This is an optimization exercise on Yosys and OpenROAD, whose aim is small area, a short achievable clock period and few clock cycles per item, not a production implementation. In this exercise RTL edits were held to simulation tests only and were not proved equivalent to the original. Power is estimated from default activity; no workload was simulated.

==> amber: inputs <==
==> flow/design.v (excerpt) <==
module LASER (
    input CLK,
    input RST,
    input [3:0] X,
    input [3:0] Y,
    output [3:0] C1X,
    output [3:0] C1Y,
    output [3:0] C2X,
    output [3:0] C2Y,
    output DONE);
Settings: LEC_CHECK=0, CAP_MARGIN=20, CORE_MARGIN=2, CORE_UTILIZATION=65, SETUP_SLACK_MARGIN=5.0, SLEW_MARGIN=20; clock period 8.0 ns.
run.sh (not shown) runs the stock make flow with config.mk's settings and CLKGATE_MAP_FILE= SYNTH_SCRIPT=/design/flow/synth_recipe.tcl, a recipe that flattens the netlist after the stock synthesis.
==> inputs of delta, as changes to amber <==
--- a/flow/design.v
+++ b/flow/design.v
@@ -2605,22 +2605,20 @@
     if (spg | (fin & (rpass != 2'd3))) begin
         ox <= nbx;
         oy <= nby;
     end
     if (spg) begin
         sx <= nbx;
         sy <= nby;
     end
-    if (fin & (rpass == 2'd3)) begin
-        c1x <= ox;
-        c1y <= oy;
-        c2x <= nbx;
-        c2y <= nby;
-    end
+    c1x <= ox;
+    c1y <= oy;
+    c2x <= nbx;
+    c2y <= nby;
 end
 always @(posedge CLK or posedge RST) begin
     if (RST) begin
         rd <= 1'b1;
         rdq <= 1'b0;
         cnt <= 6'd0;
         iss <= 1'b0;
         prf <= 1'b0;
ABC_AREA = 1   (was unset)
CORE_UTILIZATION = 40   (was 65)
GPL_ROUTABILITY_DRIVEN = 0   (was unset)
==> inputs of pepper, as changes to amber <==
--- a/flow/design.v
+++ b/flow/design.v
@@ -2605,22 +2605,20 @@
     if (spg | (fin & (rpass != 2'd3))) begin
         ox <= nbx;
         oy <= nby;
     end
     if (spg) begin
         sx <= nbx;
         sy <= nby;
     end
-    if (fin & (rpass == 2'd3)) begin
-        c1x <= ox;
-        c1y <= oy;
-        c2x <= nbx;
-        c2y <= nby;
-    end
+    c1x <= ox;
+    c1y <= oy;
+    c2x <= nbx;
+    c2y <= nby;
 end
 always @(posedge CLK or posedge RST) begin
     if (RST) begin
         rd <= 1'b1;
         rdq <= 1'b0;
         cnt <= 6'd0;
         iss <= 1'b0;
         prf <= 1'b0;
CORE_UTILIZATION = 30   (was 65)
==> summary of the runs <==
- Die area, lowest first: amber, delta, pepper.
- Sequential share of layout area: delta > amber > pepper.
- Clock skew: pepper is higher than amber (0.079 ns).
- Cell count: pepper is larger than delta (7.6%).
- In pepper the register-to-register slack is worse than in delta, by 0.10 ns.
- Global-route usage, lowest first: pepper, delta, amber.
- Critical path depth, lowest first: pepper, delta, amber.
- Of amber and delta, amber has the higher first-iteration DRC count (gap 90%, measured against delta).
Testbench counts of amber, summed over its fixed seeds: cycles 4,670, items 48.
Testbench counts of delta, summed over its fixed seeds: cycles 4,670, items 48.
Testbench counts of pepper, summed over its fixed seeds: cycles 4,670, items 48.

========
==> sierra: inputs <==
LASER again, from the RTL that the note above started with.
Settings: LEC_CHECK=0, CAP_MARGIN=20, CORE_MARGIN=2, CORE_UTILIZATION=40, SETUP_SLACK_MARGIN=5.0, SLEW_MARGIN=20; clock period 8.0 ns.
==> juniper: changes against sierra <==
--- a/flow/design.v
+++ b/flow/design.v
@@ -2606,20 +2606,18 @@
         ox <= nbx;
         oy <= nby;
     end
     if (spg) begin
         sx <= nbx;
         sy <= nby;
     end
-    if (fin & (rpass == 2'd3)) begin
-        c1x <= ox;
-        c1y <= oy;
-        c2x <= nbx;
-        c2y <= nby;
-    end
+    c1x <= ox;
+    c1y <= oy;
+    c2x <= nbx;
+    c2y <= nby;
 end
 always @(posedge CLK or posedge RST) begin
     if (RST) begin
         rd <= 1'b1;
         rdq <= 1'b0;
         cnt <= 6'd0;
         iss <= 1'b0;
Settings changed: CORE_UTILIZATION 40 to 60.
==> cedar: changes against sierra <==
--- a/flow/design.v
+++ b/flow/design.v
@@ -2606,20 +2606,18 @@
         ox <= nbx;
         oy <= nby;
     end
     if (spg) begin
         sx <= nbx;
         sy <= nby;
     end
-    if (fin & (rpass == 2'd3)) begin
-        c1x <= ox;
-        c1y <= oy;
-        c2x <= nbx;
-        c2y <= nby;
-    end
+    c1x <= ox;
+    c1y <= oy;
+    c2x <= nbx;
+    c2y <= nby;
 end
 always @(posedge CLK or posedge RST) begin
     if (RST) begin
         rd <= 1'b1;
         rdq <= 1'b0;
         cnt <= 6'd0;
         iss <= 1'b0;
Settings changed: ABC_AREA set to 1, CTS_CLUSTER_DIAMETER set to 70, CTS_CLUSTER_SIZE set to 30, GPL_ROUTABILITY_DRIVEN set to 0.
==> lagoon: changes against sierra <==
--- a/flow/design.v
+++ b/flow/design.v
@@ -2606,20 +2606,18 @@
         ox <= nbx;
         oy <= nby;
     end
     if (spg) begin
         sx <= nbx;
         sy <= nby;
     end
-    if (fin & (rpass == 2'd3)) begin
-        c1x <= ox;
-        c1y <= oy;
-        c2x <= nbx;
-        c2y <= nby;
-    end
+    c1x <= ox;
+    c1y <= oy;
+    c2x <= nbx;
+    c2y <= nby;
 end
 always @(posedge CLK or posedge RST) begin
     if (RST) begin
         rd <= 1'b1;
         rdq <= 1'b0;
         cnt <= 6'd0;
         iss <= 1'b0;
Settings changed: ABC_AREA set to 1, CTS_CLUSTER_DIAMETER set to 70, CTS_CLUSTER_SIZE set to 30.
==> comparison table <==
metric                                                                       juniper                   lagoon                   sierra                    cedar
Total placed cells including tap cells                                         10200                    11100                    10900                    11100
Main power group                                                               clock                    clock                    clock         sequential cells
Xor/xnor share of the synthesized area                                        0.0178                   0.0175                   0.0189                   0.0175
Worst VDD drop                                                                196 uV                   156 uV                   176 uV                   183 uV
Wire length after detailed routing                                         301000 um                258000 um                308000 um                242000 um
Status                                                       complete, no violations  complete, no violations  complete, no violations  complete, no violations
Number of sequential cells                                                       995                      995                     1003                      995
Gr usage total                                                                 0.454                    0.291                    0.310                    0.272
Detailed placer's ending HPWL                                              221000 um                207000 um                228000 um                188000 um
Number of buffers added for setup after CTS                                       35                        6                       41                        7
Worst Path Arrival                                                           3.83 ns                  3.69 ns                  3.64 ns                  3.60 ns
Async set-or-reset flop fraction in the synthesized netlist                   0.0452                   0.0452                   0.0449                   0.0452
Proportion of layout cells with a drive suffix above 1                         0.107                   0.0793                    0.113                   0.0680
Synthesized-area fraction occupied by adder cells                              0.215                    0.237                    0.217                    0.237
Pwr Total                                                                    10.3 mW                  10.1 mW                  10.8 mW                  9.56 mW
Worst hold margin                                                           0.344 ns                 0.341 ns                 0.337 ns                 0.327 ns
M1 wire length                                                             112000 um                111000 um                125000 um                 97000 um
Final Cycle Share                                                              0.398                    0.377                    0.374                    0.374
Initial core utilization                                                       0.606                    0.402                    0.403                    0.402
Worst Max-Slew Pin Slew                                                      1.27 ns                  1.15 ns                 0.987 ns                  1.18 ns
Hold worst-path end                                                            y2[1]                  PY[131]                    y4[2]                   PY[23]
Clock share of power                                                           0.519                    0.509                    0.536                    0.480
Testbench counts of sierra, summed over its fixed seeds: cycles 4,670, items 48.
Testbench counts of juniper, summed over its fixed seeds: cycles 4,670, items 48.
Testbench counts of cedar, summed over its fixed seeds: cycles 4,670, items 48.
Testbench counts of lagoon, summed over its fixed seeds: cycles 4,670, items 48.

========
==> inputs of v5 <==
LASER with an RTL version that a note above also has.
Design LASER, start of the top module:
module LASER (
    input CLK,
    input RST,
    input [3:0] X,
    input [3:0] Y,
    output [3:0] C1X,
    output [3:0] C1Y,
    output [3:0] C2X,
    output [3:0] C2Y,
    output DONE);
reg rd;             
reg rdq;            
reg [5:0] cnt;      
reg iss;            
reg prf;            
reg [3:0] cy;       
reg [1:0] ipass;    
reg [1:0] rpass;    
reg chk;            
reg [3:0] sx, sy;   
reg done;
reg v1, p1, l1, v2, l2, v3, l3, v4, l4;
reg [3:0] y1, y2, y3, y4;
reg [3:0] ox, oy;   
reg [3:0] bx, by;   
reg [5:0] bc;       
wire fin = v4 & l4;  
reg [3:0] c1x, c1y, c2x, c2y;   
assign DONE = done;
assign C1X = c1x;
assign C1Y = c1y;
assign C2X = c2x;
assign C2Y = c2y;
function automatic covd;
    input [3:0] dx, dy;
    covd = (dx <= 4 && dy == 0) || (dx <= 3 && (dy == 1 || dy == 2)) ||
           (dx <= 2 && dy == 3) || (dx == 0 && dy == 4);
endfunction
reg [4*40-1:0] PX, PY;
reg [40-1:0] PA;
wire [15:0] ohx = 16'd1 << ox;
wire [40-1:0] cov;    
always @(posedge CLK) begin
    PX <= {PX[4*40-5:0], rd ? X : PX[4*40-1:4*40-4]};
    PY <= {PY[4*40-5:0], rd ? Y : PY[4*40-1:4*40-4]};
    if (prf)
        PA <= {40{1'b1}};
    else
        PA <= {(p1 ? !cov[37] : PA[38]),
               (p1 ? !cov[36] : PA[37]),
               (p1 ? !cov[35] : PA[36]),
               (p1 ? !cov[34] : PA[35]),
               (p1 ? !cov[33] : PA[34]),
               (p1 ? !cov[32] : PA[33]),
               (p1 ? !cov[31] : PA[32]),
               (p1 ? !cov[30] : PA[31]),
               (p1 ? !cov[29] : PA[30]),
               (p1 ? !cov[28] : PA[29]),
               (p1 ? !cov[27] : PA[28]),
               (p1 ? !cov[26] : PA[27]),
               (p1 ? !cov[25] : PA[26]),
               (p1 ? !cov[24] : PA[25]),
               (p1 ? !cov[23] : PA[24]),
               (p1 ? !cov[22] : PA[23]),
               (p1 ? !cov[21] : PA[22]),
               (p1 ? !cov[20] : PA[21]),
               (p1 ? !cov[19] : PA[20]),
               (p1 ? !cov[18] : PA[19]),
  ...
make LEC_CHECK=0 ABC_AREA=1 CAP_MARGIN=20 CORE_MARGIN=2 CORE_UTILIZATION=40 SETUP_SLACK_MARGIN=5.0 SLEW_MARGIN=20 finish   # period 8.0 ns
==> v22 (differences from v5) <==
--- a/flow/config.mk
+++ b/flow/config.mk
@@ -5,7 +5,6 @@
 export SDC_FILE = /design/flow/constraint.sdc
 export NUM_CORES = 4
 export LEC_CHECK = 0
-export ABC_AREA = 1
 export CAP_MARGIN = 20
 export CORE_MARGIN = 2
 export CORE_UTILIZATION = 40
==> notes.md <==
	v5	v22
GRT Total Usage	0.291	0.319
Number of cell instances on the worst register-to-register path	8	9
Sw Pwr	2390 uW	2480 uW
Routed vias	61100	70700
Multi-input gate area	43000 sq um	51000 sq um
Worst-case headroom to the max-slew limit	0.234	0.193
Most frequent cell after synthesis	nand2_1	dfxtp_1
Number of nets in the finished design	10000	9743
Run status	timing/DRC/antenna clean	timing/DRC/antenna clean
Count of unique library cells instantiated by Yosys	61	102
Top-area cell type share of the netlist area	0.275	0.249
Non-clock buffer share	0.0120	0.0159
Post-Synthesis Cells	9067	9027
Synthesized-area fraction occupied by and/or/nand/nor cells	0.210	0.176
Testbench counts of v5, summed over its fixed seeds: cycles 4,670, items 48.
Testbench counts of v22, summed over its fixed seeds: cycles 4,670, items 48.

-- afterwards: timing with drivers on the ports --
How much do the figures lean on ideal ports? The routed layouts below were timed once more, with nothing changed but the port constraints.
Step 1 assumes that a clkbuf_16 drives the clock port and a buf_2 every other input.
Step 2 adds t to the input delays and takes it off the output delays; t is the mean of the earliest and latest rising clock arrival at the registers after step 1. Input paths then give back, and output paths get back, about the clock's delay inside the block.
a / b / c = ideal ports / drivers / drivers and shift; a / b = the first two.
| run | shift t [ns] | slack for setup (ns) | worst register clock-pin slew, ns |
|---|---|---|---|
| amber | 0.827 | 4.732 / 4.732 / 4.732 | 0.07 / 0.07 |
| delta | 0.835 | 4.971 / 4.969 / 4.971 | 0.07 / 0.07 |
| pepper | 0.902 | 4.871 / 4.871 / 4.871 | 0.08 / 0.08 |
| sierra | 0.859 | 5.008 / 4.995 / 5.008 | 0.07 / 0.07 |
| juniper | 0.845 | 4.819 / 4.819 / 4.819 | 0.08 / 0.08 |
| cedar | 0.799 | 5.008 / 4.964 / 5.008 | 0.11 / 0.11 |
| lagoon | 0.812 | 4.983 / 4.955 / 4.983 | 0.11 / 0.11 |
| v5 | 0.842 | 4.915 / 4.915 / 4.915 | 0.07 / 0.07 |
| v22 | 0.852 | 4.880 / 4.880 / 4.880 | 0.07 / 0.07 |
After both steps every run listed still meets setup and hold.
